This design comes from an exercise in tuning for small area on the open sky130 flow, not from production work.
RTL that was checked went through simulation tests only; none was proved equivalent to the original.
Power is estimated from default activity; no workload was simulated.

Setup of Q:
// Segway
module Segway(clk,RST_n,INERT_SS_n,INERT_MOSI,INERT_SCLK,
              INERT_MISO,INERT_INT,A2D_SS_n,A2D_MOSI,A2D_SCLK,
			  A2D_MISO,PWM1_lft,PWM2_lft,PWM1_rght,PWM2_rght,
			  OVR_I_lft,OVR_I_rght,piezo_n,piezo,RX);
For scale: about 2900 cells after synthesis, about 20 I/O pins, roughly 0.021 mm2 of cells after synthesis.
Settings: LEC_CHECK=0, ABC_AREA=1, CAP_MARGIN=20, CORE_MARGIN=2, CORE_UTILIZATION=55, SLEW_MARGIN=20; clock period 12.0 ns.
standard.sh (not shown) runs the stock make flow with config.mk's settings and CLKGATE_MAP_FILE= SYNTH_SCRIPT=/design/flow/synth_recipe.tcl, a recipe that flattens the netlist after the stock synthesis.
==> flow/flow/run.sh <==
#!/bin/bash
set -euo pipefail
export FLOW_FLOW_DIR=$(cd "$(dirname "${BASH_SOURCE[0]}")" && pwd)
CTS_SIZE=${CTS_SIZE:-18}
CTS_DIAM=${CTS_DIAM:-70}
{ cat "$FLOW_FLOW_DIR/abc_override.tcl"; cat synth_recipe.tcl; } > my_synth.tcl
bash standard.sh SYNTH_SCRIPT=$PWD/my_synth.tcl \
  "SYNTH_OPERATIONS_ARGS=-extra-map $FLOW_FLOW_DIR/lcu_ripple.v" \
  ADDER_MAP_FILE= \
  "CTS_ARGS=-sink_clustering_enable -repair_clock_nets -sink_clustering_size $CTS_SIZE -sink_clustering_max_diameter $CTS_DIAM -buf_list sky130_fd_sc_hd__clkbuf_8 -dont_use_dummy_load" \
  "BUFFER_PORTS_ARGS=-buffer_cell sky130_fd_sc_hd__buf_1" \
  finish > flow.log 2>&1
==> flow/flow/abc_override.tcl <==
# Map with an area-oriented ABC script instead of the flow's default one.
# Only the combinational mapping changes; the registers are mapped before.
proc abc {args} {
  set i [lsearch -exact $args -script]
  if { $i >= 0 } {
    set args [lreplace $args [expr {$i + 1}] [expr {$i + 1}] $::env(FLOW_FLOW_DIR)/area.abc]
  }
  yosys abc {*}$args
}
==> flow/flow/area.abc <==
strash
dc2
dch -f
amap
strash
&get -n
&deepsyn -T 60
&put
dch -f
amap
topo
==> flow/flow/lcu_ripple.v <==
(* techmap_celltype = "$lcu" *)
module _80_lcu_ripple (P, G, CI, CO);
	parameter WIDTH = 2;
	(* force_downto *)
	input [WIDTH-1:0] P, G;
	input CI;
	(* force_downto *)
	output [WIDTH-1:0] CO;
	genvar i;
	generate for (i = 0; i < WIDTH; i = i + 1) begin : g
		if (i == 0)
			assign CO[i] = G[i] | (P[i] & CI);
		else
			assign CO[i] = G[i] | (P[i] & CO[i-1]);
	end endgenerate
endmodule
Changes in P relative to Q:
-- flow/design.v --
<<< Q, line 310
  reg [7:0] ptch_rt_h,ptch_rt_l;
  reg INT_ff1,INT_ff2;
  reg race;					 
  logic wrt;
  logic clr_tmr;
>>> P, line 310
  reg [7:0] ptch_rt_h,ptch_rt_l;
  reg INT_ff1,INT_ff2;
  reg [2:0] cmd_id;			 
  logic wrt;
  logic clr_tmr;
<<< Q, line 328
  logic [15:0] cmd;
  always_comb
    case (race ? WAIT : state)
      INIT2: cmd = 16'h0D02;
      INIT3: cmd = 16'h1053;
      INIT4: cmd = 16'h1150;
      WAIT:  cmd = 16'h1460;
      PTCHL: cmd = 16'hA200;
      PTCHH: cmd = 16'hA300;
      AZL:   cmd = 16'hAC00;
      default: cmd = 16'hAD00;
    endcase
>>> P, line 328
  logic [15:0] cmd;
  always_comb
    case (cmd_id)
      3'd0: cmd = 16'h0D02;
      3'd1: cmd = 16'h1053;
      3'd2: cmd = 16'h1150;
      3'd3: cmd = 16'h1460;
      3'd4: cmd = 16'hA200;
      3'd5: cmd = 16'hA300;
      3'd6: cmd = 16'hAC00;
      default: cmd = 16'hAD00;
    endcase
<<< Q, line 341
  always_ff @(posedge clk)
    if (init)
      race <= 1'b0;
    else if (wrt)
      race <= 1'b1;
  assign win = (state == AZH) && (&timer[9:6]);
  inertial_integrator iINT(.clk(clk), .rst_n(rst_n), .vld(vld),
>>> P, line 341
  always_ff @(posedge clk)
    if (init)
      cmd_id <= state[2:0];
  assign win = (state == AZH) && (&timer[9:6]);
  inertial_integrator iINT(.clk(clk), .rst_n(rst_n), .vld(vld),
<<< Q, line 513
	assign D_term_temp = {{3{ptch_rt[15]}} ,ptch_rt[15:6]};
	assign D_term = ~D_term_temp;
	wire signed [17:0] PID_sum18 = {{8{ptch_err_sat[9]}}, ptch_err_sat} * 18'sd12 +
	                               {integrator[17], integrator[17:1]} +
	                               {{5{D_term[12]}}, D_term};
	always_ff @(posedge clk)
		PID_cntrl <= (~PID_sum18[17] && (|PID_sum18[16:11]))? 12'h7ff:
							(PID_sum18[17] && !(&PID_sum18[16:11]))? 12'h800:
							{PID_sum18[17],PID_sum18[10:0]};
endmodule
module SegwayMath(clk, PID_cntrl, ss_tmr, steer_sc, en_steer, pwr_up, lft_mag, lft_sgn, rght_mag, rght_sgn, too_fast);
>>> P, line 511
	assign D_term_temp = {{3{ptch_rt[15]}} ,ptch_rt[15:6]};
	assign D_term = ~D_term_temp;
	assign I_term_sext = {I_term[14],I_term};
	assign D_term_sext = {{3{D_term[12]}},D_term};
	assign PID_sum = {{6{ptch_err_sat[9]}}, ptch_err_sat} * 16'sd12 + I_term_sext + D_term_sext;
	always_ff @(posedge clk)
		PID_cntrl <= (~PID_sum[15] && (|PID_sum[14:11]))? 12'h7ff:
							(PID_sum[15] && !(&PID_sum[14:11]))? 12'h800:
							{PID_sum[15],PID_sum[10:0]};
endmodule
module SegwayMath(clk, PID_cntrl, ss_tmr, steer_sc, en_steer, pwr_up, lft_mag, lft_sgn, rght_mag, rght_sgn, too_fast);
Notes after the runs:
Fraction of the mapped netlist area in compound gates for P is lower than for Q.
Diff Q -> P: clock-cell share of area now sits lower; upper clock frequency limit now sits lower; sequential share of layout area now sits higher; distinct cell type count after synthesis now sits lower.
P: number of standard cells in the final layout excluding fillers is 45 lower than what Q reported.
P — wire length 4500 um lower, Q as reference
Max portion of total power attributed to combinational logic across P and Q: P
Setup slack: P less than Q
The estimated power of P ends up higher than the estimate for Q.
Relative to Q, the finished layout cell area measured on P has decreased slightly.
Q → P: flop-to-flop setup slack now sits lower, synthesized instance count fell by 1.3%, global-route usage decreased by 2.4 points relative to the old numbers.
Only the layout flow was run in Q; the RTL was not checked for function there.
